Source: an optimization exercise on an open RTL-to-GDS flow (aim: small area and a short achievable clock period). Production flows keep margins and buffers that such runs may drop. Only simulation tests tie the RTL to the original design; equivalence was not proved. Power figures rest on the tool's default switching activity, not on a simulated workload.

===== flow/config.mk =====
export PLATFORM = sky130hd
export DESIGN_NAME = counters
export DESIGN_NICKNAME = counters
export VERILOG_FILES = /design/flow/design.v
export SDC_FILE = /design/flow/constraint.sdc
export NUM_CORES = 4
export LEC_CHECK = 0
export CAP_MARGIN = 20
export CORE_MARGIN = 2
export CORE_UTILIZATION = 40
export SETUP_SLACK_MARGIN = 1.4
export SLEW_MARGIN = 20

===== flow/constraint.sdc =====
create_clock -name core_clock -period 3.3 [get_ports {sysclk}]
set_input_delay 0.6600 -clock core_clock [delete_from_list [all_inputs] [get_ports {sysclk}]]
set_output_delay 0.6600 -clock core_clock [all_outputs]
set_load 0.01 [all_outputs]

===== flow/design.v =====
module counters_tmr(
input wire clk,
input wire rst,
input wire baz,
input wire blrb,
input wire bar,
input wire zz1pb,
input wire [31:0] turn,
output reg [31:0] cnt,
output reg cwm,
output wire expire
);
  reg armed;
  wire c_z0_1 = ~cnt[1] & ~cnt[0];
  wire c_z2_3 = ~cnt[3] & ~cnt[2];
  wire c_z4_5 = ~cnt[5] & ~cnt[4];
  wire c_z6_7 = ~cnt[7] & ~cnt[6];
  wire c_z8_9 = ~cnt[9] & ~cnt[8];
  wire c_z10_11 = ~cnt[11] & ~cnt[10];
  wire c_z12_13 = ~cnt[13] & ~cnt[12];
  wire c_z14_15 = ~cnt[15] & ~cnt[14];
  wire c_z16_17 = ~cnt[17] & ~cnt[16];
  wire c_z18_19 = ~cnt[19] & ~cnt[18];
  wire c_z20_21 = ~cnt[21] & ~cnt[20];
  wire c_z22_23 = ~cnt[23] & ~cnt[22];
  wire c_z24_25 = ~cnt[25] & ~cnt[24];
  wire c_z26_27 = ~cnt[27] & ~cnt[26];
  wire c_z28_29 = ~cnt[29] & ~cnt[28];
  wire c_z30_31 = ~cnt[31] & ~cnt[30];
  wire c_z0_2 = ~cnt[2] & c_z0_1;
  wire c_z0_3 = c_z2_3 & c_z0_1;
  wire c_z4_6 = ~cnt[6] & c_z4_5;
  wire c_z4_7 = c_z6_7 & c_z4_5;
  wire c_z8_10 = ~cnt[10] & c_z8_9;
  wire c_z8_11 = c_z10_11 & c_z8_9;
  wire c_z12_14 = ~cnt[14] & c_z12_13;
  wire c_z12_15 = c_z14_15 & c_z12_13;
  wire c_z16_18 = ~cnt[18] & c_z16_17;
  wire c_z16_19 = c_z18_19 & c_z16_17;
  wire c_z20_22 = ~cnt[22] & c_z20_21;
  wire c_z20_23 = c_z22_23 & c_z20_21;
  wire c_z24_26 = ~cnt[26] & c_z24_25;
  wire c_z24_27 = c_z26_27 & c_z24_25;
  wire c_z28_30 = ~cnt[30] & c_z28_29;
  wire c_z28_31 = c_z30_31 & c_z28_29;
  wire c_z0_4 = ~cnt[4] & c_z0_3;
  wire c_z0_5 = c_z4_5 & c_z0_3;
  wire c_z0_6 = c_z4_6 & c_z0_3;
  wire c_z0_7 = c_z4_7 & c_z0_3;
  wire c_z8_12 = ~cnt[12] & c_z8_11;
  wire c_z8_13 = c_z12_13 & c_z8_11;
  wire c_z8_14 = c_z12_14 & c_z8_11;
  wire c_z8_15 = c_z12_15 & c_z8_11;
  wire c_z16_20 = ~cnt[20] & c_z16_19;
  wire c_z16_21 = c_z20_21 & c_z16_19;
  wire c_z16_22 = c_z20_22 & c_z16_19;
  wire c_z16_23 = c_z20_23 & c_z16_19;
  wire c_z24_28 = ~cnt[28] & c_z24_27;
  wire c_z24_29 = c_z28_29 & c_z24_27;
  wire c_z24_30 = c_z28_30 & c_z24_27;
  wire c_z24_31 = c_z28_31 & c_z24_27;
  wire c_z0_8 = ~cnt[8] & c_z0_7;
  wire c_z0_9 = c_z8_9 & c_z0_7;
  wire c_z0_10 = c_z8_10 & c_z0_7;
  wire c_z0_11 = c_z8_11 & c_z0_7;
  wire c_z0_12 = c_z8_12 & c_z0_7;
  wire c_z0_13 = c_z8_13 & c_z0_7;
  wire c_z0_14 = c_z8_14 & c_z0_7;
  wire c_z0_15 = c_z8_15 & c_z0_7;
  wire c_z16_24 = ~cnt[24] & c_z16_23;
  wire c_z16_25 = c_z24_25 & c_z16_23;
  wire c_z16_26 = c_z24_26 & c_z16_23;
  wire c_z16_27 = c_z24_27 & c_z16_23;
  wire c_z16_28 = c_z24_28 & c_z16_23;
  wire c_z16_29 = c_z24_29 & c_z16_23;
  wire c_z16_30 = c_z24_30 & c_z16_23;
  wire c_z16_31 = c_z24_31 & c_z16_23;
  wire c_z0_16 = ~cnt[16] & c_z0_15;
  wire c_z0_17 = c_z16_17 & c_z0_15;
  wire c_z0_18 = c_z16_18 & c_z0_15;
  wire c_z0_19 = c_z16_19 & c_z0_15;
  wire c_z0_20 = c_z16_20 & c_z0_15;
  wire c_z0_21 = c_z16_21 & c_z0_15;
  wire c_z0_22 = c_z16_22 & c_z0_15;
  wire c_z0_23 = c_z16_23 & c_z0_15;
  wire c_z0_24 = c_z16_24 & c_z0_15;
  wire c_z0_25 = c_z16_25 & c_z0_15;
  wire c_z0_26 = c_z16_26 & c_z0_15;
  wire c_z0_27 = c_z16_27 & c_z0_15;
  wire c_z0_28 = c_z16_28 & c_z0_15;
  wire c_z0_29 = c_z16_29 & c_z0_15;
  wire c_z0_30 = c_z16_30 & c_z0_15;
  wire c_z0_31 = c_z16_31 & c_z0_15;
  wire [31:0] c_b;
  assign c_b[0] = 1'b1;
  assign c_b[1] = ~cnt[0];
  assign c_b[2] = c_z0_1;
  assign c_b[3] = c_z0_2;
  assign c_b[4] = c_z0_3;
  assign c_b[5] = c_z0_4;
  assign c_b[6] = c_z0_5;
  assign c_b[7] = c_z0_6;
  assign c_b[8] = c_z0_7;
  assign c_b[9] = c_z0_8;
  assign c_b[10] = c_z0_9;
  assign c_b[11] = c_z0_10;
  assign c_b[12] = c_z0_11;
  assign c_b[13] = c_z0_12;
  assign c_b[14] = c_z0_13;
  assign c_b[15] = c_z0_14;
  assign c_b[16] = c_z0_15;
  assign c_b[17] = c_z0_16;
  assign c_b[18] = c_z0_17;
  assign c_b[19] = c_z0_18;
  assign c_b[20] = c_z0_19;
  assign c_b[21] = c_z0_20;
  assign c_b[22] = c_z0_21;
  assign c_b[23] = c_z0_22;
  assign c_b[24] = c_z0_23;
  assign c_b[25] = c_z0_24;
  assign c_b[26] = c_z0_25;
  assign c_b[27] = c_z0_26;
  assign c_b[28] = c_z0_27;
  assign c_b[29] = c_z0_28;
  assign c_b[30] = c_z0_29;
  assign c_b[31] = c_z0_30;
  wire c_up0 = ~cnt[1] & c_z2_3 & c_z4_7 & c_z8_15 & c_z16_31;
  wire c_zero = c_b[31] & ~cnt[31];
  wire is_one = c_up0 & cnt[0];
  wire turn_nz = |turn;
  wire run = armed & blrb;
  reg nz;
  wire at_zero = ~nz;
  wire load = baz | (run & bar & at_zero);
  wire dec = run & (bar | ~cwm);
  wire shot = ~baz & run & ~bar & ~cwm & is_one;
  assign expire = (~baz & run & bar & at_zero) | shot;
  always @(posedge clk, posedge rst) begin
    if (rst) begin
      cnt <= 32'd0;
      nz <= 1'b0;
      cwm <= 1'b0;
      armed <= 1'b0;
    end else begin
      cnt <= load ? turn : cnt ^ ({32{dec}} & c_b);
      nz <= load ? turn_nz : dec ? ~is_one : nz;
      if (baz) armed <= turn_nz;
      else if (shot) armed <= 1'b0;
      if (~zz1pb) cwm <= 1'b0;
      else if (expire) cwm <= 1'b1;
    end
  end
endmodule
module counters(
input wire sysclk,
input wire foo_card,
input wire wfoo0_baz,
input wire wfoo0_blrb,
input wire wfoo0_zz1pb,
input wire [31:0] wfoo0_turn,
input wire debct_baz,
input wire debct_blrb,
input wire debct_zz1pb,
input wire debct_bar,
input wire [31:0] debct_turn,
input wire Z0_bar,
input wire Z0_baz,
input wire Z0_blrb,
input wire Z0_zz1pb,
input wire [31:0] Z0_turn,
input wire Y1_bar,
input wire Y1_baz,
input wire Y1_blrb,
input wire Y1_zz1pb,
input wire [31:0] Y1_turn,
input wire X2_bar,
input wire X2_baz,
input wire X2_blrb,
input wire X2_zz1pb,
input wire [31:0] X2_turn,
input wire W3_bar,
input wire W3_baz,
input wire W3_blrb,
input wire W3_zz1pb,
input wire [31:0] W3_turn,
output wire Z0_cwm,
output wire [31:0] Z0,
output wire Y1_cwm,
output wire [31:0] Y1,
output wire X2_cwm,
output wire [31:0] X2,
output wire W3_cwm,
output wire [31:0] W3,
output reg wfoo0_cwm,
output wire [31:0] wfoo0_llwln,
output wire debct_cwm,
output reg debct_pull,
output wire [31:0] debct,
output wire wdfilecardA2P
);
  wire debct_exp, z0_exp, y1_exp, x2_exp, w3_exp;
  counters_tmr t_debct(.clk(sysclk), .rst(foo_card), .baz(debct_baz), .blrb(debct_blrb),
    .bar(debct_bar), .zz1pb(debct_zz1pb), .turn(debct_turn), .cnt(debct), .cwm(debct_cwm),
    .expire(debct_exp));
  counters_tmr t_Z0(.clk(sysclk), .rst(foo_card), .baz(Z0_baz), .blrb(Z0_blrb),
    .bar(Z0_bar), .zz1pb(Z0_zz1pb), .turn(Z0_turn), .cnt(Z0), .cwm(Z0_cwm),
    .expire(z0_exp));
  counters_tmr t_Y1(.clk(sysclk), .rst(foo_card), .baz(Y1_baz), .blrb(Y1_blrb),
    .bar(Y1_bar), .zz1pb(Y1_zz1pb), .turn(Y1_turn), .cnt(Y1), .cwm(Y1_cwm),
    .expire(y1_exp));
  counters_tmr t_X2(.clk(sysclk), .rst(foo_card), .baz(X2_baz), .blrb(X2_blrb),
    .bar(X2_bar), .zz1pb(X2_zz1pb), .turn(X2_turn), .cnt(X2), .cwm(X2_cwm),
    .expire(x2_exp));
  counters_tmr t_W3(.clk(sysclk), .rst(foo_card), .baz(W3_baz), .blrb(W3_blrb),
    .bar(W3_bar), .zz1pb(W3_zz1pb), .turn(W3_turn), .cnt(W3), .cwm(W3_cwm),
    .expire(w3_exp));
  reg [31:0] wd_cnt;
  reg wd_armed, wd_mark, wd_a2p;
  wire w_z0_1 = ~wd_cnt[1] & ~wd_cnt[0];
  wire w_z2_3 = ~wd_cnt[3] & ~wd_cnt[2];
  wire w_z4_5 = ~wd_cnt[5] & ~wd_cnt[4];
  wire w_z6_7 = ~wd_cnt[7] & ~wd_cnt[6];
  wire w_z8_9 = ~wd_cnt[9] & ~wd_cnt[8];
  wire w_z10_11 = ~wd_cnt[11] & ~wd_cnt[10];
  wire w_z12_13 = ~wd_cnt[13] & ~wd_cnt[12];
  wire w_z14_15 = ~wd_cnt[15] & ~wd_cnt[14];
  wire w_z16_17 = ~wd_cnt[17] & ~wd_cnt[16];
  wire w_z18_19 = ~wd_cnt[19] & ~wd_cnt[18];
  wire w_z20_21 = ~wd_cnt[21] & ~wd_cnt[20];
  wire w_z22_23 = ~wd_cnt[23] & ~wd_cnt[22];
  wire w_z24_25 = ~wd_cnt[25] & ~wd_cnt[24];
  wire w_z26_27 = ~wd_cnt[27] & ~wd_cnt[26];
  wire w_z28_29 = ~wd_cnt[29] & ~wd_cnt[28];
  wire w_z30_31 = ~wd_cnt[31] & ~wd_cnt[30];
  wire w_z0_2 = ~wd_cnt[2] & w_z0_1;
  wire w_z0_3 = w_z2_3 & w_z0_1;
  wire w_z4_6 = ~wd_cnt[6] & w_z4_5;
  wire w_z4_7 = w_z6_7 & w_z4_5;
  wire w_z8_10 = ~wd_cnt[10] & w_z8_9;
  wire w_z8_11 = w_z10_11 & w_z8_9;
  wire w_z12_14 = ~wd_cnt[14] & w_z12_13;
  wire w_z12_15 = w_z14_15 & w_z12_13;
  wire w_z16_18 = ~wd_cnt[18] & w_z16_17;
  wire w_z16_19 = w_z18_19 & w_z16_17;
  wire w_z20_22 = ~wd_cnt[22] & w_z20_21;
  wire w_z20_23 = w_z22_23 & w_z20_21;
  wire w_z24_26 = ~wd_cnt[26] & w_z24_25;
  wire w_z24_27 = w_z26_27 & w_z24_25;
  wire w_z28_30 = ~wd_cnt[30] & w_z28_29;
  wire w_z28_31 = w_z30_31 & w_z28_29;
  wire w_z0_4 = ~wd_cnt[4] & w_z0_3;
  wire w_z0_5 = w_z4_5 & w_z0_3;
  wire w_z0_6 = w_z4_6 & w_z0_3;
  wire w_z0_7 = w_z4_7 & w_z0_3;
  wire w_z8_12 = ~wd_cnt[12] & w_z8_11;
  wire w_z8_13 = w_z12_13 & w_z8_11;
  wire w_z8_14 = w_z12_14 & w_z8_11;
  wire w_z8_15 = w_z12_15 & w_z8_11;
  wire w_z16_20 = ~wd_cnt[20] & w_z16_19;
  wire w_z16_21 = w_z20_21 & w_z16_19;
  wire w_z16_22 = w_z20_22 & w_z16_19;
  wire w_z16_23 = w_z20_23 & w_z16_19;
  wire w_z24_28 = ~wd_cnt[28] & w_z24_27;
  wire w_z24_29 = w_z28_29 & w_z24_27;
  wire w_z24_30 = w_z28_30 & w_z24_27;
  wire w_z24_31 = w_z28_31 & w_z24_27;
  wire w_z0_8 = ~wd_cnt[8] & w_z0_7;
  wire w_z0_9 = w_z8_9 & w_z0_7;
  wire w_z0_10 = w_z8_10 & w_z0_7;
  wire w_z0_11 = w_z8_11 & w_z0_7;
  wire w_z0_12 = w_z8_12 & w_z0_7;
  wire w_z0_13 = w_z8_13 & w_z0_7;
  wire w_z0_14 = w_z8_14 & w_z0_7;
  wire w_z0_15 = w_z8_15 & w_z0_7;
  wire w_z16_24 = ~wd_cnt[24] & w_z16_23;
  wire w_z16_25 = w_z24_25 & w_z16_23;
  wire w_z16_26 = w_z24_26 & w_z16_23;
  wire w_z16_27 = w_z24_27 & w_z16_23;
  wire w_z16_28 = w_z24_28 & w_z16_23;
  wire w_z16_29 = w_z24_29 & w_z16_23;
  wire w_z16_30 = w_z24_30 & w_z16_23;
  wire w_z16_31 = w_z24_31 & w_z16_23;
  wire w_z0_16 = ~wd_cnt[16] & w_z0_15;
  wire w_z0_17 = w_z16_17 & w_z0_15;
  wire w_z0_18 = w_z16_18 & w_z0_15;
  wire w_z0_19 = w_z16_19 & w_z0_15;
  wire w_z0_20 = w_z16_20 & w_z0_15;
  wire w_z0_21 = w_z16_21 & w_z0_15;
  wire w_z0_22 = w_z16_22 & w_z0_15;
  wire w_z0_23 = w_z16_23 & w_z0_15;
  wire w_z0_24 = w_z16_24 & w_z0_15;
  wire w_z0_25 = w_z16_25 & w_z0_15;
  wire w_z0_26 = w_z16_26 & w_z0_15;
  wire w_z0_27 = w_z16_27 & w_z0_15;
  wire w_z0_28 = w_z16_28 & w_z0_15;
  wire w_z0_29 = w_z16_29 & w_z0_15;
  wire w_z0_30 = w_z16_30 & w_z0_15;
  wire w_z0_31 = w_z16_31 & w_z0_15;
  wire [31:0] w_b;
  assign w_b[0] = 1'b1;
  assign w_b[1] = ~wd_cnt[0];
  assign w_b[2] = w_z0_1;
  assign w_b[3] = w_z0_2;
  assign w_b[4] = w_z0_3;
  assign w_b[5] = w_z0_4;
  assign w_b[6] = w_z0_5;
  assign w_b[7] = w_z0_6;
  assign w_b[8] = w_z0_7;
  assign w_b[9] = w_z0_8;
  assign w_b[10] = w_z0_9;
  assign w_b[11] = w_z0_10;
  assign w_b[12] = w_z0_11;
  assign w_b[13] = w_z0_12;
  assign w_b[14] = w_z0_13;
  assign w_b[15] = w_z0_14;
  assign w_b[16] = w_z0_15;
  assign w_b[17] = w_z0_16;
  assign w_b[18] = w_z0_17;
  assign w_b[19] = w_z0_18;
  assign w_b[20] = w_z0_19;
  assign w_b[21] = w_z0_20;
  assign w_b[22] = w_z0_21;
  assign w_b[23] = w_z0_22;
  assign w_b[24] = w_z0_23;
  assign w_b[25] = w_z0_24;
  assign w_b[26] = w_z0_25;
  assign w_b[27] = w_z0_26;
  assign w_b[28] = w_z0_27;
  assign w_b[29] = w_z0_28;
  assign w_b[30] = w_z0_29;
  assign w_b[31] = w_z0_30;
  wire w_up0 = ~wd_cnt[1] & w_z2_3 & w_z4_7 & w_z8_15 & w_z16_31;
  wire w_zero = w_b[31] & ~wd_cnt[31];
  wire wd_turn_nz = |wfoo0_turn;
  wire wd_run = wd_armed & wfoo0_blrb;
  wire wd_at_zero = w_zero;
  wire wd_load = wfoo0_baz | (wd_run & wd_at_zero);
  wire wd_hit = ~wfoo0_baz & wd_run & wd_at_zero;
  assign wfoo0_llwln = wd_cnt;
  assign wdfilecardA2P = wd_a2p;
  always @(posedge sysclk, posedge foo_card) begin
    if (foo_card) begin
      wd_cnt <= 32'd0;
      wd_armed <= 1'b0;
      wd_mark <= 1'b0;
      wd_a2p <= 1'b0;
      wfoo0_cwm <= 1'b0;
      debct_pull <= 1'b0;
    end else begin
      debct_pull <= debct_exp;
      wd_a2p <= wd_hit & wd_mark;
      wd_cnt <= wd_load ? wfoo0_turn : wd_cnt ^ ({32{wd_run}} & w_b);
      if (wfoo0_baz) wd_armed <= ~wd_at_zero;
      else if (wd_hit & wd_mark) wd_armed <= 1'b0;
      if (wfoo0_baz) wd_mark <= 1'b0;
      else if (wd_hit) wd_mark <= 1'b1;
      if (~wfoo0_zz1pb) wfoo0_cwm <= 1'b0;
      else if (wd_hit & ~wd_mark) wfoo0_cwm <= 1'b1;
    end
  end
endmodule

===== flow/flow/run.sh =====
#!/bin/bash
# The standard layout (standard.sh), with these changes:
#  - port buffers use the smallest buffer cell (buf_1) instead of the default choice;
#  - if flow/dont_use.txt exists, it replaces the platform's don't-use list
#    (it repeats the platform's list and adds slow wide OR/NOR cells);
#  - if flow/abc.script exists, synthesis is synth_recipe.tcl unchanged except that
#    Yosys's abc call runs that ABC script (flow/synth.tcl);
#  - if flow/post_gpl.tcl exists, it runs after global placement (sizes output port buffers);
#  - each line of flow/make_args.txt (if it exists) is passed to make as VAR=value.
set -uo pipefail
export BUFFER_PORTS_ARGS="-buffer_cell sky130_fd_sc_hd__buf_1"
args=()
if [[ -s flow/dont_use.txt ]]; then
  args+=("DONT_USE_CELLS=$(tr '\n' ' ' < flow/dont_use.txt)")
fi
if [[ -s flow/abc.script ]]; then
  export MY_ABC_SCRIPT="$PWD/flow/abc.script"
  args+=("SYNTH_SCRIPT=$PWD/flow/synth.tcl")
fi
if [[ -s flow/post_gpl.tcl ]]; then
  export POST_GLOBAL_PLACE_TCL="$PWD/flow/post_gpl.tcl"
fi
if [[ -s flow/make_args.txt ]]; then
  while IFS= read -r line; do
    [[ -n "$line" ]] && args+=("$line")
  done < flow/make_args.txt
fi
printf '%s\n' "${args[@]}" > run_args.log
bash standard.sh "${args[@]}" finish > standard.log 2>&1

===== flow/flow/abc.script =====
&get -n
&st
&dch
&nf -p
&put
buffer -c
topo
stime -c
upsize -c
dnsize -c

===== flow/flow/dont_use.txt =====
sky130_fd_sc_hd__probe_p_8
sky130_fd_sc_hd__probec_p_8
sky130_fd_sc_hd__lpflow_bleeder_1
sky130_fd_sc_hd__lpflow_clkbufkapwr_1
sky130_fd_sc_hd__lpflow_clkbufkapwr_16
sky130_fd_sc_hd__lpflow_clkbufkapwr_2
sky130_fd_sc_hd__lpflow_clkbufkapwr_4
sky130_fd_sc_hd__lpflow_clkbufkapwr_8
sky130_fd_sc_hd__lpflow_clkinvkapwr_1
sky130_fd_sc_hd__lpflow_clkinvkapwr_16
sky130_fd_sc_hd__lpflow_clkinvkapwr_2
sky130_fd_sc_hd__lpflow_clkinvkapwr_4
sky130_fd_sc_hd__lpflow_clkinvkapwr_8
sky130_fd_sc_hd__lpflow_decapkapwr_12
sky130_fd_sc_hd__lpflow_decapkapwr_3
sky130_fd_sc_hd__lpflow_decapkapwr_4
sky130_fd_sc_hd__lpflow_decapkapwr_6
sky130_fd_sc_hd__lpflow_decapkapwr_8
sky130_fd_sc_hd__lpflow_inputiso0n_1
sky130_fd_sc_hd__lpflow_inputiso0p_1
sky130_fd_sc_hd__lpflow_inputiso1n_1
sky130_fd_sc_hd__lpflow_inputiso1p_1
sky130_fd_sc_hd__lpflow_inputisolatch_1
sky130_fd_sc_hd__lpflow_isobufsrc_1
sky130_fd_sc_hd__lpflow_isobufsrc_16
sky130_fd_sc_hd__lpflow_isobufsrc_2
sky130_fd_sc_hd__lpflow_isobufsrc_4
sky130_fd_sc_hd__lpflow_isobufsrc_8
sky130_fd_sc_hd__lpflow_isobufsrckapwr_16
sky130_fd_sc_hd__lpflow_lsbuf_lh_hl_isowell_tap_1
sky130_fd_sc_hd__lpflow_lsbuf_lh_hl_isowell_tap_2
sky130_fd_sc_hd__lpflow_lsbuf_lh_hl_isowell_tap_4
sky130_fd_sc_hd__lpflow_lsbuf_lh_isowell_4
sky130_fd_sc_hd__lpflow_lsbuf_lh_isowell_tap_1
sky130_fd_sc_hd__lpflow_lsbuf_lh_isowell_tap_2
sky130_fd_sc_hd__lpflow_lsbuf_lh_isowell_tap_4
#
#
Define
fill
cells
sky130_fd_sc_hd__or4_1
sky130_fd_sc_hd__or4_2
sky130_fd_sc_hd__or4_4
sky130_fd_sc_hd__nor4_1
sky130_fd_sc_hd__nor4_2
sky130_fd_sc_hd__nor4_4
sky130_fd_sc_hd__or4b_1
sky130_fd_sc_hd__or4b_2
sky130_fd_sc_hd__or4b_4
sky130_fd_sc_hd__or4bb_1
sky130_fd_sc_hd__or4bb_2
sky130_fd_sc_hd__or4bb_4
sky130_fd_sc_hd__nor4b_1
sky130_fd_sc_hd__nor4b_2
sky130_fd_sc_hd__nor4b_4
sky130_fd_sc_hd__nor4bb_1
sky130_fd_sc_hd__nor4bb_2
sky130_fd_sc_hd__nor4bb_4
sky130_fd_sc_hd__or3_1
sky130_fd_sc_hd__or3_2
sky130_fd_sc_hd__or3_4
sky130_fd_sc_hd__nor3_1
sky130_fd_sc_hd__nor3_2
sky130_fd_sc_hd__nor3_4
sky130_fd_sc_hd__or3b_1
sky130_fd_sc_hd__or3b_2
sky130_fd_sc_hd__or3b_4
sky130_fd_sc_hd__nor3b_1
sky130_fd_sc_hd__nor3b_2
sky130_fd_sc_hd__nor3b_4

===== flow/flow/make_args.txt =====
CTS_ARGS=-sink_clustering_enable -repair_clock_nets -dont_use_dummy_load -sink_clustering_size 20 -sink_clustering_max_diameter 100 -buf_list {sky130_fd_sc_hd__clkbuf_8 sky130_fd_sc_hd__clkbuf_16}
MATCH_CELL_FOOTPRINT=0

===== flow/flow/synth.tcl =====
proc synth {args} { yosys synth -nofsm -noshare {*}$args }
if { [info exists ::env(MY_ABC_SCRIPT)] } {
  proc abc {args} {
    set i [lsearch -exact $args -script]
    if { $i >= 0 } { set args [lreplace $args [expr {$i+1}] [expr {$i+1}] $::env(MY_ABC_SCRIPT)] }
    puts "abc override: $args"
    yosys abc {*}$args
  }
}
source $::env(SCRIPTS_DIR)/synth.tcl
# left out here: clear keep_hierarchy, flatten, clean up, hide names made inside functions, write 1_2_yosys.v

===== flow/standard.sh =====
#!/bin/bash
# synth_recipe.tcl (not shown) runs the flow's synth.tcl, then flattens the netlist and writes it again
# the make line also repeats each setting of config.mk as NAME=value (left out here)
make -C /OpenROAD-flow-scripts/flow DESIGN_CONFIG=/design/flow/config.mk WORK_HOME=/design/flow/orfs CLKGATE_MAP_FILE= SYNTH_SCRIPT=/design/flow/synth_recipe.tcl "${@:-finish}"

==> impl_metrics.env, run 1 <==
export IMPL_final_nets=1974
export IMPL_slew_viol_final=0
export IMPL_tightestPinTransition_ns=0.7279
export IMPL_grt_pass1_vias=10920
export IMPL_rrSetupSlack_ns=1.50
export IMPL_yosysTopAreaCell="dfrtp_1"
export IMPL_critPathLaunch="t_debct.cnt[17]$_DFF_PP0_"
export IMPL_critical_path_class="flop to output pin"
export IMPL_dp_hpwl_um=27000
export IMPL_drive_gt1_share_pct=6.861
export IMPL_fin_total_pwr_w=0.006042
export IMPL_synth_compound_area_share_pct=15.74
export IMPL_period_needed_ns=1.849
export IMPL_synth_edf_count=0
export IMPL_grt_usage_pct=22.86
export IMPL_synth_cell_types=47
export IMPL_clock_latency_ns=0.49
export IMPL_fillers=2890
export IMPL_endpoint_kind="output pin"
export IMPL_p_leak_nw=5.445
export IMPL_clock_path_buffers=3
export IMPL_grt_pass1_wl_um=56660
export IMPL_firstDrtPassIters=5
export IMPL_crit_arrival_ns=1.19
export IMPL_mappedNetlistArea_um2=11440
export IMPL_synth_xor_area_share_pct=7.426
export IMPL_antenna_found_initial=2
export IMPL_synthSimpleGateAreaFrac_pct=26.92
export IMPL_grt_overflow=0
export IMPL_ys_async_sr_fraction_pct=100.0
export IMPL_critical_path_reg2reg_endpoint="wd_cnt[5]$_DFF_PP0_"
export IMPL_ios=417
export IMPL_grt_max_degree=133
export IMPL_max_freq_mhz=540.8
export IMPL_fin_cells=2129
export IMPL_ir_drop_mv=0.2453
export IMPL_hold_viol=0
export IMPL_critPathTopFamily="flip-flops"
export IMPL_path_buf_inv=1
export IMPL_syn_num_nets=1575
export IMPL_worst_path_stages=1
export IMPL_cp_cell_sequence="buf_1"
export IMPL_period_share_pct=56.04
export IMPL_wl_um=35370
export IMPL_rsz0062_at_grt="yes"
export IMPL_die_h_um=173.1
export IMPL_yosys_area_share_adder_pct=0.6562
export IMPL_ys_seq_area_share_pct=46.37
export IMPL_cp_start_kind="flop"
export IMPL_place_area_um2=13340
export IMPL_power_per_cell_area_nw_per_um2=433.1
export IMPL_die_area_um2=29970
export IMPL_drc=0
export IMPL_hold_class="input pin to async pin"
export IMPL_vias_per_cell=5.295
export IMPL_wire_per_inst_um=16.61
export IMPL_dp_cells=2105
export IMPL_drt_iter0_markers=703
export IMPL_initial_core_util_pct=40.85
export IMPL_h_tree_depth=1
export IMPL_row_count=61
export IMPL_cts_tree="done"
export IMPL_synth_main_ff_cell="dfrtp_1"
export IMPL_slew_headroom_pct=51.47
export IMPL_synth_top_area_share_pct=46.37
export IMPL_clockPowerShare_pct=27.4
export IMPL_muxShareOfSynthArea_pct=0.08749
export IMPL_clock_sinks=212
export IMPL_final_setup_tns_ns=0
export IMPL_crit_fanout=3
export IMPL_final_common_cell="buf_1"
export IMPL_clock_skew_ns=0.03017
export IMPL_cpMaxStageDelayCell="dfrtp_1"
export IMPL_cts_buffers=14
export IMPL_setup_viol_count_final=0
export IMPL_reg2reg_from="wd_cnt[2]$_DFF_PP0_"
export IMPL_worstPathRequired_ns=2.64
export IMPL_reg2reg_depth=7
export IMPL_synth_top_family_by_area="simple AND/OR/NAND/NOR gates"
export IMPL_ys_ff_latch=212
export IMPL_yosysWarnings=2
export IMPL_stdcell_area_um2=13950
export IMPL_core_area_um2=28010
export IMPL_layout_common_cells="buf_1 (415), nor2_1 (284), dfrtp_1 (207), nand2_1 (167), o21ai_0 (142)"
export IMPL_synth_area_per_cell_um2=8.462
export IMPL_syn_inst=1352
export IMPL_area_growth_syn_to_layout_pct=21.93
export IMPL_antenna_left=0
export IMPL_path_clk_slew_ns=0.09
export IMPL_vias=11270
export IMPL_combinationalPowerShare_pct=20.6
export IMPL_ctsRootBufferMaster="clkbuf_16"
export IMPL_cell_internal_pwr_w=0.004085
export IMPL_status="complete, no violations"
export IMPL_cap_violations=0
export IMPL_p_sw_w=0.001957
export IMPL_synth_area_leaders="dfrtp_1 (46%), nor2_1 (10%), o21ai_0 (6.3%)"
export IMPL_port_buffers=416
export IMPL_die_x_um=173.1
export IMPL_swShare_pct=32.40
export IMPL_cpPeakStageDelay_ns=0.44
export IMPL_pwr_share_seq_pct=52.0
-- flip-flops by register name, summed over array words and instances (netlist names), 32 cells and up --
name / count
wd_cnt: 32
t_W3.cnt: 32
t_debct.cnt: 32
t_Z0.cnt: 32
t_Y1.cnt: 32
t_X2.cnt: 32
-- worst max path at each step --
| stage | endpoint | slack, ns |
|---|---|---|
| global placement | t_W3.cnt[23]$_DFF_PP0_ | 0.97 |
| floorplan | debct_pull$_DFF_PP0_ | -0.12 |
| detailed placement | t_W3.cnt[23]$_DFF_PP0_ | 0.92 |
| CTS | wd_cnt[5]$_DFF_PP0_ | 1.38 |
| global route | t_X2.cnt[30]$_DFF_PP0_ | 1.32 |
| finish | debct[17] | 1.45 |
-- cell usage after synthesis (2+ instances only) --
library cell,count
buf_6,3
a22o_1,3
nor2b_1,8
buf_2,9
a21oi_1,34
and2_1,14
nand2b_1,13
buf_4,9
o22a_1,2
a21o_1,8
nand2_1,167
o41ai_1,6
nand4b_1,14
and3_1,25
o21ai_0,143
inv_1,14
a31oi_1,70
nand3b_1,8
o21ai_2,6
xnor2_1,33
o31a_1,3
and4_1,20
o31ai_1,5
nand4_1,38
dfrtp_1,212
nor2_2,2
nor2_1,308
and4bb_2,2
ha_1,6
nand3_1,29
and4b_1,3
o21ai_1,8
or2_2,8
xor2_1,64
a21boi_0,8
o21a_1,6
clkbuf_1,31
-- cell type report --
class	instances	area (um2)	area share, %
Sequential cell	212	5311	38.08
Clock buffer	14	350.3	2.511
Multi-Input combinational cell	1073	5991	42.95
Inverter	14	56.30	0.4036
Antenna cell	2	5.005	0.03588
Tap cell	378	473.0	3.390
Timing Repair Buffer	436	1763	12.64
-- per-layer routing --
| metal | share of wire [%] | track usage (%) |
|---|---|---|
| met5 | 0 | 0 |
| met4 | 4.1 | 9.746 |
| met3 | 6.5 | 4.639 |
| met2 | 47 | 37.82 |
| met1 | 42 | 29.13 |
-- metrics by stage --
step                setup WS [ns]  utilization (%)  hold WS, ns
floorplan                 -0.1162                -       0.4980
global placement           0.9738            47.62       0.4780
detailed placement         0.9240            47.62       0.4815
CTS                         1.384            48.99       0.3498
global route                1.320            49.80       0.3558
finish                      1.451            49.80       0.3394
-- kinds of logic after synthesis --
family | count (synthesis)
AND/OR/NAND/NOR | 664
buffers and inverters | 67
multiplexers | 1
adder cells (fa/ha/maj) | 6
XOR/XNOR | 97
AO/OA/AOI/OAI | 305
flip-flops | 212
-- power groups by stage --
stage	sequential (W)	clock [W]	combinational, W
after CTS	0.00312	0.00173	0.00124
after floorplan	0.00324	0	0.000605
final	0.00314	0.00166	0.00124
after global placement	0.00316	0	0.00121
after global routing	0.00318	0.00181	0.00140
after detailed placement	0.00317	0	0.00123
-- repair_timing --
action                                  in CTS  in global routing
setup buffers                                1                  6
pin swaps                                    1                  7
gates resized for setup                     14                 64
endpoints found under the setup margin      75                125
gates cloned                                 0                  1
hold buffers                                 0                  0
==> run 2: changes to the inputs <==
==> flow/flow/make_args.txt (replaced) <==
CTS_ARGS=-sink_clustering_enable -repair_clock_nets -dont_use_dummy_load -sink_clustering_size 20 -sink_clustering_max_diameter 100 -buf_list {sky130_fd_sc_hd__clkbuf_8 sky130_fd_sc_hd__clkbuf_16}
SKIP_LAST_GASP=1
==> run 2 against run 1 <==
  * Worst setup slack unchanged
  * Fmax stayed put
  * Via count unchanged
  * First-iteration DRC count unchanged
  * Sequential share of layout area unchanged
  * Area after synthesis stayed put
  * Non-clock buffer count unchanged
  * Synthesized cell count is the same
  * Final cell count did not move
  * Final area is the same
==> impl_metrics.env, run 2 <==
export IMPL_initial_core_util_pct=40.85
export IMPL_syn_num_nets=1575
export IMPL_yosysTopAreaCell="dfrtp_1"
export IMPL_worstPathRequired_ns=2.64
export IMPL_synth_top_area_share_pct=46.37
export IMPL_hold_viol=0
export IMPL_rsz0062_at_grt="yes"
export IMPL_cp_cell_sequence="buf_1"
export IMPL_period_needed_ns=1.849
export IMPL_power_per_cell_area_nw_per_um2=433.1
export IMPL_yosysWarnings=2
export IMPL_dp_hpwl_um=27000
export IMPL_fin_hold_ws_ns=0.3394
export IMPL_synth_common_cells="nor2_1 (308), dfrtp_1 (212), nand2_1 (167)"
export IMPL_ys_ff_latch=212
export IMPL_tightestPinTransition_ns=0.7279
export IMPL_slew_viol_final=0
export IMPL_die_area_um2=29970
export IMPL_mappedNetlistArea_um2=11440
export IMPL_grt_usage_pct=22.86
export IMPL_setup_viol_count_final=0
export IMPL_path_buf_inv=1
export IMPL_drive_gt1_share_pct=6.861
export IMPL_antenna_found_initial=2
export IMPL_clock_path_buffers=3
export IMPL_firstDrtPassIters=5
export IMPL_wl_um=35370
export IMPL_clock_sinks=212
export IMPL_grt_pass1_wl_um=56660
export IMPL_drc=0
export IMPL_final_nets=1974
export IMPL_final_common_cell="buf_1"
export IMPL_period_share_pct=56.04
export IMPL_cap_violations=0
export IMPL_synth_area_per_cell_um2=8.462
export IMPL_hold_class="input pin to async pin"
export IMPL_grt_pass1_vias=10920
export IMPL_path_clk_slew_ns=0.09
export IMPL_status="complete, no violations"
export IMPL_synth_most_common_cell="nor2_1"
export IMPL_critical_path_class="flop to output pin"
export IMPL_cpMaxStageDelayCell="dfrtp_1"
export IMPL_synth_edf_count=0
export IMPL_clock_skew_ns=0.03017
export IMPL_ios=417
export IMPL_core_area_um2=28010
export IMPL_ys_seq_area_share_pct=46.37
export IMPL_drt_iter0_markers=703
export IMPL_cts_buffers=14
export IMPL_crit_fanout=3
export IMPL_grt_overflow=0
export IMPL_port_buffers=416
export IMPL_row_count=61
export IMPL_vias_per_cell=5.295
export IMPL_area_growth_syn_to_layout_pct=21.93
export IMPL_utilization_pct=49.80
export IMPL_ctsRootBufferMaster="clkbuf_16"
export IMPL_die_h_um=173.1
export IMPL_syn_inst=1352
export IMPL_clock_latency_ns=0.49
export IMPL_h_tree_depth=1
export IMPL_synth_cell_types=47
export IMPL_ir_drop_mv=0.2453
export IMPL_ys_async_sr_fraction_pct=100.0
export IMPL_vias=11270
export IMPL_crit_arrival_ns=1.19
export IMPL_grt_max_degree=133
export IMPL_critPathTopFamily="flip-flops"
export IMPL_wire_per_inst_um=16.61
export IMPL_synth_area_leaders="dfrtp_1 (46%), nor2_1 (10%), o21ai_0 (6.3%)"
export IMPL_synth_main_ff_cell="dfrtp_1"
export IMPL_cts_tree="done"
export IMPL_layout_common_cells="buf_1 (415), nor2_1 (284), dfrtp_1 (207), nand2_1 (167), o21ai_0 (142)"
export IMPL_p_leak_nw=5.445
export IMPL_die_x_um=173.1
export IMPL_max_freq_mhz=540.8
export IMPL_antenna_left=0
export IMPL_cp_start_kind="flop"
export IMPL_cpPeakStageDelay_ns=0.44
export IMPL_endpoint_kind="output pin"
export IMPL_slew_headroom_pct=51.47
run 2: final cells by class:
type	count	area, um2
Fill cell	2890	14060
Multi-Input combinational cell	1073	5991
Sequential cell	212	5311
Timing Repair Buffer	436	1763
Tap cell	378	473.0
Clock buffer	14	350.3
Inverter	14	56.30
Antenna cell	2	5.005
run 2: final timing paths:
check | from | endpoint | slack, ns | depth (start not counted)
worst min-delay path | foo_card | t_Z0.cnt[12]$_DFF_PP0_ | 0.34 | 3
min in group core_clock | wfoo0_turn[22] | wd_cnt[22]$_DFF_PP0_ | 0.37 | 3
worst min register to register | wfoo0_cwm$_DFFE_PP0P_ | wfoo0_cwm$_DFFE_PP0P_ | 0.49 | 1
worst max-delay path | t_debct.cnt[17]$_DFF_PP0_ | debct[17] | 1.45 | 1
max in group asynchronous | foo_card | t_X2.cnt[21]$_DFF_PP0_ | 2.33 | 3
worst max register to register | wd_cnt[2]$_DFF_PP0_ | wd_cnt[5]$_DFF_PP0_ | 1.50 | 7
run 2: metal layers:
| layer | track usage, % | routed length, um | up-vias |
|---|---|---|---|
| li1 | - | - | 5479 |
| met1 | 29.13 | 14950 | 5355 |
| met2 | 37.82 | 16660 | 360 |
| met3 | 4.639 | 2292 | 80 |
| met4 | 9.746 | 1467 | 0 |
| met5 | 0 | 0 | - |
run 2: logic make-up after synthesis:
kind of cell,count (synthesis),share of synthesized area [%]
compound gates,305,15.74
fa+ha+maj,6,0.6562
buf+inv,67,2.799
simple gates,664,26.92
mux,1,0.08749
flops,212,46.37
xor+xnor,97,7.426
run 2: repair_timing:
item | in CTS | in global routing
endpoints found under the setup margin | 75 | 125
pin swaps | 1 | 7
setup buffers | 1 | 6
endpoints found under the hold margin | 0 | 0
hold buffers | 0 | 0
resized for setup | 14 | 64
gates cloned | 0 | 1
run 2: per-stage QoR:
step | power [W] | instances | setup TNS (ns) | setup WS (ns) | instance area (um2)
global route | 0.006397 | 2129 | 0 | 1.320 | 13950
CTS | 0.006083 | 2120 | 0 | 1.384 | 13720
global placement | 0.004378 | 2105 | 0 | 0.9738 | 13340
detailed placement | 0.004397 | 2105 | 0 | 0.9240 | 13340
floorplan | 0.003843 | 1352 | -24.63 | -0.1162 | 11440
finish | 0.006042 | 2129 | 0 | 1.451 | 13950
run 2: power breakdown:
part           leakage, nW  switching [W]  internal [W]  total, W
clock                0.173       0.000896      0.000761   0.00166
combinational         2.80       0.000772      0.000472   0.00124
sequential            2.48       0.000289       0.00285   0.00314
total                 5.45        0.00196       0.00408   0.00604
==> run 3: changes to the inputs <==
==> flow/flow/make_args.txt (replaced) <==
CTS_ARGS=-sink_clustering_enable -repair_clock_nets -dont_use_dummy_load -sink_clustering_size 20 -sink_clustering_max_diameter 100 -buf_list {sky130_fd_sc_hd__clkbuf_8 sky130_fd_sc_hd__clkbuf_16}
--- a/flow/config.mk
+++ b/flow/config.mk
@@ -10,3 +10,4 @@
 export CORE_UTILIZATION = 40
 export SETUP_SLACK_MARGIN = 1.4
 export SLEW_MARGIN = 20
+export TNS_END_PERCENT = 50
==> run 3 against run 2 <==
  * Worst setup slack worse by 0.0075 ns
  * Critical path depth stayed put
  * Worst hold slack worse by 0.0050 ns
  * Final area hardly changed
  * Non-clock buffer count is 1 higher
  * Core utilization hardly changed
==> impl_metrics.env, run 3 <==
export IMPL_status="complete, no violations"
export IMPL_synth_cell_types=47
export IMPL_cts_tree="done"
export IMPL_slew_viol_final=0
export IMPL_grt_pass1_vias=10910
export IMPL_layout_common_cells="buf_1 (416), nor2_1 (284), dfrtp_1 (207), nand2_1 (167), o21ai_0 (140)"
export IMPL_rsz0062_at_grt="yes"
export IMPL_clock_skew_ns=0.02844
export IMPL_die_area_um2=29970
export IMPL_final_nets=1975
export IMPL_worstPathRequired_ns=2.64
export IMPL_wl_um=35390
export IMPL_hold_class="input pin to async pin"
export IMPL_ys_async_sr_fraction_pct=100.0
export IMPL_die_x_um=173.1
export IMPL_fin_hold_ws_ns=0.3344
export IMPL_final_common_cell="buf_1"
export IMPL_yosysWarnings=2
export IMPL_ys_seq_area_share_pct=46.37
export IMPL_cap_violations=0
export IMPL_combinationalPowerShare_pct=20.6
export IMPL_drc=0
export IMPL_clock_path_buffers=3
export IMPL_clockPowerShare_pct=27.4
export IMPL_max_freq_mhz=538.6
export IMPL_swShare_pct=32.38
export IMPL_port_buffers=416
export IMPL_synth_main_ff_cell="dfrtp_1"
export IMPL_worst_path_stages=1
export IMPL_period_needed_ns=1.857
export IMPL_crit_arrival_ns=1.20
export IMPL_endpoint_kind="output pin"
export IMPL_clock_sinks=212
export IMPL_crit_fanout=4
export IMPL_dp_hpwl_um=27000
export IMPL_final_setup_tns_ns=0
export IMPL_syn_inst=1352
export IMPL_power_per_cell_area_nw_per_um2=432.9
export IMPL_hold_viol=0
export IMPL_p_leak_nw=5.446
export IMPL_area_growth_syn_to_layout_pct=21.95
export IMPL_syn_num_nets=1575
export IMPL_antenna_left=0
export IMPL_drive_gt1_share_pct=6.857
export IMPL_place_area_um2=13340
export IMPL_grt_max_degree=133
export IMPL_busiest_layer="met2"
export IMPL_grt_pass1_wl_um=56630
export IMPL_ctsRootBufferMaster="clkbuf_16"
export IMPL_period_share_pct=56.26
export IMPL_tightestPinTransition_ns=0.7436
export IMPL_fillers=2892
export IMPL_p_sw_w=0.001956
export IMPL_synth_area_leaders="dfrtp_1 (46%), nor2_1 (10%), o21ai_0 (6.3%)"
export IMPL_ir_drop_mv=0.2461
export IMPL_critical_path_class="flop to output pin"
export IMPL_grt_util_met2_pct=37.80
export IMPL_path_clk_slew_ns=0.09
export IMPL_wire_per_inst_um=16.61
export IMPL_drt_iter0_markers=729
export IMPL_synth_top_area_share_pct=46.37
export IMPL_grt_overflow=0
export IMPL_met1_usage_pct=29.14
export IMPL_synth_edf_count=0
export IMPL_fin_total_pwr_w=0.006040
export IMPL_cpPeakStageDelay_ns=0.43
export IMPL_grt_usage_pct=22.86
export IMPL_initial_core_util_pct=40.85
export IMPL_vias_per_cell=5.292
export IMPL_globalRouteMet3Util_pct=4.639
export IMPL_cp_cell_sequence="buf_1"
export IMPL_synth_area_per_cell_um2=8.462
export IMPL_ios=417
export IMPL_h_tree_depth=1
export IMPL_synth_most_common_cell="nor2_1"
export IMPL_cts_buffers=14
export IMPL_yosysTopAreaCell="dfrtp_1"
export IMPL_slew_headroom_pct=50.43
export IMPL_hold_buffers=0
export IMPL_ys_ff_latch=212
export IMPL_reg2reg_depth=6
export IMPL_vias=11270
export IMPL_setup_viol_count_final=0
export IMPL_clock_latency_ns=0.49
export IMPL_pwr_share_seq_pct=52.0
export IMPL_core_area_um2=28010
export IMPL_cpMaxStageDelayCell="dfrtp_2"
export IMPL_path_buf_inv=1
export IMPL_stdcell_area_um2=13950
export IMPL_synth_common_cells="nor2_1 (308), dfrtp_1 (212), nand2_1 (167)"
export IMPL_row_count=61
export IMPL_cell_internal_pwr_w=0.004084
export IMPL_cp_start_kind="flop"
export IMPL_firstDrtPassIters=5
export IMPL_die_h_um=173.1
export IMPL_mappedNetlistArea_um2=11440
export IMPL_critPathTopFamily="flip-flops"
export IMPL_antenna_found_initial=2
-- run 3: cell count changes in the layout (fill, tap and decap cells not counted), sizes merged --
cell | previous run | this run
clkbuf | 15 | 14
buf | 435 | 437
-- run 3: routing by layer --
| layer | wire [um] | part of all wire, % | vias up |
|---|---|---|---|
| met5 | 0 | 0 | - |
| met4 | 1474 | 4.2 | 0 |
| met3 | 2338 | 6.6 | 82 |
| met2 | 16670 | 47 | 363 |
| met1 | 14910 | 42 | 5342 |
| li1 | - | - | 5485 |
-- run 3: path summary, 6_finish.rpt --
| kind | from | to | slack (ns) |
|---|---|---|---|
| worst max-delay path | t_debct.cnt[18]$_DFF_PP0_ | debct[18] | 1.44 |
| worst min-delay path | foo_card | t_Z0.cnt[12]$_DFF_PP0_ | 0.33 |
| worst max register to register | t_debct.cnt[2]$_DFF_PP0_ | t_debct.cnt[25]$_DFF_PP0_ | 1.48 |
| worst min register to register | wfoo0_cwm$_DFFE_PP0P_ | wfoo0_cwm$_DFFE_PP0P_ | 0.49 |
| max in group asynchronous | foo_card | t_X2.cnt[21]$_DFF_PP0_ | 2.32 |
| min in group core_clock | wfoo0_turn[22] | wd_cnt[22]$_DFF_PP0_ | 0.37 |
-- run 3: through the flow --
| stage | worst slack (ns) | cells | utilization, % |
|---|---|---|---|
| after CTS | 1.339 | 2120 | 48.98 |
| final | 1.443 | 2130 | 49.81 |
| after floorplan | -0.1162 | 1352 | - |
| after global routing | 1.383 | 2130 | 49.81 |
| after global placement | 0.9738 | 2105 | 47.62 |
| after detailed placement | 0.9240 | 2105 | 47.62 |
-- run 3: cell type report --
class,instances,area [um2],share of cell area [%]
sequential,212,5311,38.07
tap,378,473.0,3.390
antenna,2,5.005,0.03587
multi-input combinational,1073,5991,42.94
inverter,14,56.30,0.4036
timing repair buffer,437,1765,12.65
clock buffer,14,350.3,2.511
-- run 3: power by group through the flow --
stage	clock network, W	logic [W]	registers, W
finish	0.00165	0.00124	0.00314
global route	0.00181	0.00140	0.00318
CTS	0.00173	0.00124	0.00312
detailed placement	0	0.00123	0.00317
global placement	0	0.00121	0.00316
floorplan	0	0.000605	0.00324
-- run 3: repair_timing --
item                       in CTS  in global routing
pin swaps                       1                  8
setup endpoints to repair      75                128
cloned                          0                  1
setup buffers                   1                  7
gates resized for setup        12                 66
-- run 3: logic make-up after synthesis --
family | share of synthesized area, %
multiplexers | 0.08749
buffers and inverters | 2.799
AO/OA/AOI/OAI | 15.74
AND/OR/NAND/NOR | 26.92
flip-flops | 46.37
XOR/XNOR | 7.426
adder cells (fa/ha/maj) | 0.6562
==> run 4: changes to the inputs <==
--- a/flow/config.mk
+++ b/flow/config.mk
@@ -10,4 +10,3 @@
 export CORE_UTILIZATION = 40
 export SETUP_SLACK_MARGIN = 1.4
 export SLEW_MARGIN = 20
-export TNS_END_PERCENT = 50
==> run 4 against run 3 <==
  * Global-route usage unchanged
  * Routed wire length is essentially flat
  * Register-to-register slack improved by 0.02 ns
  * Highest routed layer unchanged
  * Combinational power is essentially flat
  * First-iteration DRC count shrank 3.6%
  * Sequential power about the same
==> impl_metrics.env, run 4 <==
export IMPL_status="complete, no violations"
export IMPL_synth_edf_count=0
export IMPL_layout_common_cells="buf_1 (415), nor2_1 (284), dfrtp_1 (207), nand2_1 (167), o21ai_0 (142)"
export IMPL_synth_top_area_share_pct=46.37
export IMPL_synth_area_leaders="dfrtp_1 (46%), nor2_1 (10%), o21ai_0 (6.3%)"
export IMPL_synth_most_common_cell="nor2_1"
export IMPL_ys_seq_area_share_pct=46.37
export IMPL_ctsRootBufferMaster="clkbuf_16"
export IMPL_final_common_cell="buf_1"
export IMPL_grt_max_degree=133
export IMPL_worstPathRequired_ns=2.64
export IMPL_die_h_um=173.1
export IMPL_slew_headroom_pct=51.47
export IMPL_ys_async_sr_fraction_pct=100.0
export IMPL_cp_cell_sequence="buf_1"
export IMPL_rrSetupSlack_ns=1.50
export IMPL_muxShareOfSynthArea_pct=0.08749
export IMPL_grt_usage_pct=22.86
export IMPL_synth_compound_area_share_pct=15.74
export IMPL_cpMaxStageDelayCell="dfrtp_1"
export IMPL_synth_cell_types=47
export IMPL_hold_buffers=0
export IMPL_clock_latency_ns=0.49
export IMPL_h_tree_depth=1
export IMPL_crit_fanout=3
export IMPL_cpPeakStageDelay_ns=0.44
export IMPL_row_count=61
export IMPL_clock_path_buffers=3
export IMPL_synth_main_ff_cell="dfrtp_1"
export IMPL_port_buffers=416
export IMPL_cap_violations=0
export IMPL_met1_usage_pct=29.13
export IMPL_reg2reg_depth=7
export IMPL_vias_per_cell=5.295
export IMPL_wire_per_inst_um=16.61
export IMPL_slew_viol_final=0
export IMPL_setup_viol_count_final=0
export IMPL_ir_drop_mv=0.2453
export IMPL_yosysTopAreaCell="dfrtp_1"
export IMPL_clock_skew_ns=0.03017
export IMPL_rsz0062_at_grt="yes"
export IMPL_die_area_um2=29970
export IMPL_clock_sinks=212
export IMPL_yosysWarnings=2
export IMPL_syn_num_nets=1575
export IMPL_synthSimpleGateAreaFrac_pct=26.92
export IMPL_critical_path_class="flop to output pin"
export IMPL_fin_total_pwr_w=0.006042
export IMPL_mappedNetlistArea_um2=11440
export IMPL_antenna_left=0
export IMPL_grt_pass1_wl_um=56660
export IMPL_busiest_layer="met2"
export IMPL_endpoint_kind="output pin"
export IMPL_max_freq_mhz=540.8
export IMPL_synth_top_family_by_area="simple AND/OR/NAND/NOR gates"
export IMPL_die_x_um=173.1
export IMPL_drt_iter0_markers=703
export IMPL_dp_hpwl_um=27000
export IMPL_critical_path_reg2reg_endpoint="wd_cnt[5]$_DFF_PP0_"
export IMPL_synth_common_cells="nor2_1 (308), dfrtp_1 (212), nand2_1 (167)"
export IMPL_hold_class="input pin to async pin"
export IMPL_cts_tree="done"
export IMPL_globalRouteMet3Util_pct=4.639
export IMPL_period_share_pct=56.04
export IMPL_hold_viol=0
export IMPL_p_leak_nw=5.445
export IMPL_initial_core_util_pct=40.85
export IMPL_ys_ff_latch=212
export IMPL_power_per_cell_area_nw_per_um2=433.1
export IMPL_antenna_found_initial=2
export IMPL_wl_um=35370
export IMPL_drive_gt1_share_pct=6.861
export IMPL_grt_pass1_vias=10920
export IMPL_area_growth_syn_to_layout_pct=21.93
export IMPL_ios=417
export IMPL_grt_util_met2_pct=37.82
export IMPL_vias=11270
export IMPL_tightestPinTransition_ns=0.7279
export IMPL_reg2reg_from="wd_cnt[2]$_DFF_PP0_"
export IMPL_cp_start_kind="flop"
export IMPL_critPathTopFamily="flip-flops"
export IMPL_fin_hold_ws_ns=0.3394
export IMPL_syn_inst=1352
export IMPL_crit_arrival_ns=1.19
export IMPL_core_area_um2=28010
export IMPL_synth_area_per_cell_um2=8.462
export IMPL_path_buf_inv=1
export IMPL_firstDrtPassIters=5
export IMPL_drc=0
export IMPL_grt_overflow=0
export IMPL_final_nets=1974
export IMPL_yosys_area_share_adder_pct=0.6562
export IMPL_synth_xor_area_share_pct=7.426
export IMPL_path_clk_slew_ns=0.09
export IMPL_period_needed_ns=1.849
export IMPL_cts_buffers=14
[run 4: report_power, final]
part	internal, W	switching (W)	total, W
combinational	0.000472	0.000772	0.00124
clock	0.000761	0.000896	0.00166
sequential	0.00285	0.000289	0.00314
[run 4: tightest hold or removal path, stage by stage]
cell	delay, ns
buf_1	0.10
clkinvlp_4	0.11
buf_12	0.37
[run 4: stage by stage]
| stage | utilization [%] | setup TNS (ns) | area, um2 | setup slack [ns] | cells |
|---|---|---|---|---|---|
| finish | 49.80 | 0 | 13950 | 1.451 | 2129 |
| global route | 49.80 | 0 | 13950 | 1.320 | 2129 |
| CTS | 48.99 | 0 | 13720 | 1.384 | 2120 |
| detailed placement | 47.62 | 0 | 13340 | 0.9240 | 2105 |
| global placement | 47.62 | 0 | 13340 | 0.9738 | 2105 |
| floorplan | - | -24.63 | 11440 | -0.1162 | 1352 |
[run 4: timing repair]
| item | in CTS | in global routing |
|---|---|---|
| buffers inserted | 1 | 6 |
| setup endpoints to repair | 75 | 125 |
| resized for setup | 14 | 64 |
| gates cloned | 0 | 1 |
| pin swaps | 1 | 7 |
| endpoints found under the hold margin | 0 | 0 |
[run 4: cell type report]
type / instances / area (um2)
Inverter: 14 / 56.30
Clock buffer: 14 / 350.3
Fill cell: 2890 / 14060
Sequential cell: 212 / 5311
Multi-Input combinational cell: 1073 / 5991
Timing Repair Buffer: 436 / 1763
Tap cell: 378 / 473.0
Antenna cell: 2 / 5.005
[run 4: per-layer routing]
metal	wire, um	up-vias
met2	16660	360
li1	-	5479
met5	0	-
met1	14950	5355
met3	2292	80
met4	1467	0
[run 4: worst max path at each step]
stage                              start                endpoint  slack (ns)  depth (start not counted)
3_5_place_dp                     W3_blrb  t_W3.cnt[23]$_DFF_PP0_        0.92                          7
6_report       t_debct.cnt[17]$_DFF_PP0_               debct[17]        1.45                          1
4_1_cts             wd_cnt[24]$_DFF_PP0_     wd_cnt[5]$_DFF_PP0_        1.38                          7
3_3_place_gp                     W3_blrb  t_W3.cnt[23]$_DFF_PP0_        0.97                          7
2_1_floorplan                   foo_card    debct_pull$_DFF_PP0_       -0.12                          1
5_1_grt           t_X2.cnt[16]$_DFF_PP0_  t_X2.cnt[30]$_DFF_PP0_        1.32                          6
[run 4: cell families after synthesis]
kind of cell    after synthesis
simple gates                664
mux                           1
compound gates              305
xor+xnor                     97
flops                       212
fa+ha+maj                     6
buf+inv                      67
==> run 5: changes to the inputs <==
--- a/flow/design.v
+++ b/flow/design.v
@@ -129,8 +129,7 @@
   wire is_one = c_up0 & cnt[0];
   wire turn_nz = |turn;
   wire run = armed & blrb;
-  reg nz;
-  wire at_zero = ~nz;
+  wire at_zero = c_zero;
   wire load = baz | (run & bar & at_zero);
   wire dec = run & (bar | ~cwm);
   wire shot = ~baz & run & ~bar & ~cwm & is_one;
@@ -138,12 +137,10 @@
   always @(posedge clk, posedge rst) begin
     if (rst) begin
       cnt <= 32'd0;
-      nz <= 1'b0;
       cwm <= 1'b0;
       armed <= 1'b0;
     end else begin
       cnt <= load ? turn : cnt ^ ({32{dec}} & c_b);
-      nz <= load ? turn_nz : dec ? ~is_one : nz;
       if (baz) armed <= turn_nz;
       else if (shot) armed <= 1'b0;
       if (~zz1pb) cwm <= 1'b0;
==> run 5 against run 4 <==
  * First-iteration DRC count up 12%
  * Global-route usage up 0.85 points
  * Final cell count up 3.8%
  * Still clean on timing, DRC and antenna
  * Sequential share of layout area down 4.2 points
  * Via count up 3.2%
  * Die area down 1.3%
  * Synthesized cell count down 2.4%
  * Clock skew up 0.0050 ns
  * Largest power group unchanged
  * Non-clock buffer count up 103
  * Critical path depth up 9
  * Register-to-register slack worse by 0.14 ns
==> impl_metrics.env, run 5 <==
export IMPL_dp_hpwl_um=27130
export IMPL_setup_viol_count_final=0
export IMPL_place_ws_ns=0.8769
export IMPL_grt_overflow=0
export IMPL_critical_path_class="flop to flop"
export IMPL_layout_common_cells="buf_1 (413), nor2_1 (280), dfrtp_1 (182), nand2_1 (101), buf_4 (84)"
export IMPL_ctsRootBufferMaster="clkbuf_16"
export IMPL_die_x_um=172.0
export IMPL_rrSetupSlack_ns=1.36
export IMPL_ys_async_sr_fraction_pct=100.0
export IMPL_synth_compound_area_share_pct=15.06
export IMPL_synth_main_ff_cell="dfrtp_1"
export IMPL_die_area_um2=29570
export IMPL_synth_area_per_cell_um2=8.554
export IMPL_clock_sinks=207
export IMPL_drt_iter0_markers=788
export IMPL_core_area_um2=27780
export IMPL_tightestPinTransition_ns=0.8662
export IMPL_antenna_left=0
export IMPL_firstDrtPassIters=5
export IMPL_synth_top_family_by_area="simple AND/OR/NAND/NOR gates"
export IMPL_synth_cell_types=44
export IMPL_drc=0
export IMPL_wl_um=38720
export IMPL_timing_critical_path_to="wd_armed$_DFFE_PP0P_"
export IMPL_critical_path_reg2reg_endpoint="wd_armed$_DFFE_PP0P_"
export IMPL_grt_max_degree=155
export IMPL_fin_ws_ns=1.358
export IMPL_critPathLaunch="wd_cnt[17]$_DFF_PP0_"
export IMPL_row_count=61
export IMPL_clock_skew_ns=0.03516
export IMPL_drive_gt1_share_pct=17.42
export IMPL_power_per_cell_area_nw_per_um2=398.4
export IMPL_ios=417
export IMPL_hold_class="input pin to flop"
export IMPL_mappedNetlistArea_um2=11280
export IMPL_cp_start_kind="flop"
export IMPL_die_h_um=172.0
export IMPL_initial_core_util_pct=40.61
export IMPL_worstPathRequired_ns=3.67
export IMPL_grt_usage_pct=23.71
export IMPL_utilization_pct=55.44
export IMPL_yosysTopAreaCell="dfrtp_1"
export IMPL_endpoint_kind="flop"
export IMPL_vias_per_cell=5.267
export IMPL_ys_ff_latch=207
export IMPL_reg2reg_from="wd_cnt[17]$_DFF_PP0_"
export IMPL_rsz0062_at_grt="yes"
export IMPL_synth_top_area_share_pct=45.91
export IMPL_grt_pass1_vias=10600
export IMPL_synth_most_common_cell="nor2_1"
export IMPL_synth_edf_count=0
export IMPL_period_share_pct=58.86
export IMPL_synth_common_cells="nor2_1 (335), dfrtp_1 (207), nand2_1 (111)"
export IMPL_grt_pass1_wl_um=56080
export IMPL_antenna_found_initial=4
export IMPL_final_common_cell="buf_1"
export IMPL_clock_latency_ns=0.48
export IMPL_hold_buffers=0
export IMPL_ir_drop_mv=0.3960
export IMPL_period_needed_ns=1.942
export IMPL_synth_xor_area_share_pct=8.306
export IMPL_max_freq_mhz=514.8
export IMPL_port_buffers=416
export IMPL_slew_headroom_pct=42.25
export IMPL_muxShareOfSynthArea_pct=0.6986
export IMPL_path_clk_slew_ns=0.09
export IMPL_synthSimpleGateAreaFrac_pct=26.50
export IMPL_fin_total_pwr_w=0.006136
export IMPL_final_setup_tns_ns=0
export IMPL_yosys_area_share_adder_pct=0.6653
export IMPL_clock_path_buffers=3
export IMPL_reg2reg_depth=10
export IMPL_hold_viol=0
export IMPL_area_growth_syn_to_layout_pct=36.49
export IMPL_ys_seq_area_share_pct=45.91
export IMPL_cap_violations=0
export IMPL_final_nets=2050
export IMPL_status="complete, no violations"
export IMPL_h_tree_depth=1
export IMPL_vias=11640
export IMPL_syn_num_nets=1542
export IMPL_crit_fanout=5
export IMPL_synth_area_leaders="dfrtp_1 (46%), nor2_1 (11%), xor2_1 (5.8%)"
export IMPL_syn_inst=1319
export IMPL_p_leak_nw=5.933
export IMPL_wire_per_inst_um=17.53
export IMPL_slew_viol_final=0
export IMPL_crit_arrival_ns=2.31
export IMPL_yosysWarnings=2
export IMPL_cts_tree="done"
export IMPL_cts_buffers=14
run 5: cell types whose count changed after synthesis, sizes merged, moves of 12 or more:
cell / before / now
clkbuf: 32 / 15
a21oi: 35 / 92
buf: 21 / 36
nor2: 311 / 337
a31oi: 71 / 59
o21ai: 157 / 90
nand2: 167 / 111
run 5: cells by family (layout without fill, tap and decap cells):
group / count (synthesis) / in the layout
XOR/XNOR: 107 / 107
buffers and inverters: 70 / 572
flip-flops: 207 / 207
AO/OA/AOI/OAI: 284 / 287
AND/OR/NAND/NOR: 638 / 639
adder cells (fa/ha/maj): 6 / 6
other: 0 / 6
multiplexers: 7 / 7
run 5: critical path, stage by stage (launching register included):
cell	delay [ns]
dfrtp_1	0.43
nor2_4	0.17
and4_4	0.24
nand4_1	0.17
buf_4	0.19
buf_4	0.12
buf_6	0.11
buf_6	0.10
buf_6	0.11
o21ai_2	0.12
o21ai_1	0.08
run 5: how the worst min path moves through the flow:
stage | startpoint | to | slack [ns] | cells after the start
after global routing | wfoo0_zz1pb | wfoo0_cwm$_DFFE_PP0P_ | 0.37 | 2
final | wfoo0_turn[9] | wd_cnt[9]$_DFF_PP0_ | 0.37 | 3
after detailed placement | wfoo0_cwm$_DFFE_PP0P_ | wfoo0_cwm$_DFFE_PP0P_ | 0.49 | 1
after CTS | wfoo0_turn[25] | wd_cnt[25]$_DFF_PP0_ | 0.35 | 3
after floorplan | wd_mark$_DFFE_PP0P_ | wd_a2p$_DFF_PP0_ | 0.50 | 2
after global placement | wfoo0_cwm$_DFFE_PP0P_ | wfoo0_cwm$_DFFE_PP0P_ | 0.47 | 1
run 5: metrics by stage:
| stage | instances | hold slack (ns) | cell area, um2 |
|---|---|---|---|
| 3_5_place_dp | 2076 | 0.4860 | 13280 |
| 2_1_floorplan | 1319 | 0.4980 | 11340 |
| 6_report | 2209 | 0.3722 | 15400 |
| 3_3_place_gp | 2076 | 0.4731 | 13280 |
| 4_1_cts | 2145 | 0.3545 | 14420 |
| 5_1_grt | 2206 | 0.3696 | 15390 |
run 5: per-layer routing:
layer	GRT usage, %	vias to the layer above	share of wire [%]
li1	-	5624	-
met1	31.05	5566	42
met2	38.97	399	48
met3	5.882	44	7.7
met4	6.869	2	2.4
met5	0	-	0.034
run 5: final cells by class:
type | count | area (um2)
fillers | 2703 | 12380
clock buffers | 14 | 350.3
well taps | 378 | 473.0
multi-input cells | 1046 | 6397
diodes | 6 | 15.01
repair buffers | 539 | 2875
inverters | 19 | 78.83
flip-flops and latches | 207 | 5211
run 5: repair_timing:
| item | in CTS | in global routing |
|---|---|---|
| setup buffers | 47 | 49 |
| gates resized for setup | 97 | 159 |
| endpoints found under the setup margin | 193 | 178 |
| gates cloned | 8 | 9 |
| pin swaps | 13 | 32 |
run 5: power by group:
group | total [W] | leakage [nW] | internal, W | switching, W
logic | 0.00140 | 3.40 | 0.000600 | 0.000803
clock network | 0.00168 | 0.173 | 0.000762 | 0.000915
registers | 0.00305 | 2.36 | 0.00277 | 0.000283

[what the ideal ports hide]
How much do the figures lean on ideal ports? The routed layouts below were timed once more, with nothing changed but the port constraints.
Step 1 sets driving cells, clkbuf_16 on the clock port and buf_2 on the other inputs (assumed; they add their load-dependent delay and slew).
Step 2 adds t to the input delays and takes it off the output delays; t is the mean of the earliest and latest rising clock arrival at the registers after step 1. Input paths then give back, and output paths get back, about the clock's delay inside the block.
Three values: ideal ports, drivers, drivers and shift; two values: the first two.
| run | t (ns) | setup WS [ns] | worst setup path at the end | clock arrival spread, ns | worst data-port slew with drivers (ns) |
|---|---|---|---|---|---|
| run 1 | 0.522 | 1.451 / 1.401 / 1.148 | input to register | 0.032 / 0.032 | 0.08 |
| run 2 | 0.522 | 1.451 / 1.401 / 1.148 | input to register | 0.032 / 0.032 | 0.08 |
| run 3 | 0.521 | 1.443 / 1.393 / 1.149 | input to register | 0.029 / 0.030 | 0.08 |
| run 4 | 0.522 | 1.451 / 1.401 / 1.148 | input to register | 0.032 / 0.032 | 0.08 |
| run 5 | 0.517 | 1.358 / 1.342 / 1.033 | input to register | 0.041 / 0.040 | 0.10 |
After both steps setup and hold are still met in every run listed. The setup slack of run 5, which loses most, moves by -0.016 ns with the drivers and by -0.325 ns with both steps.
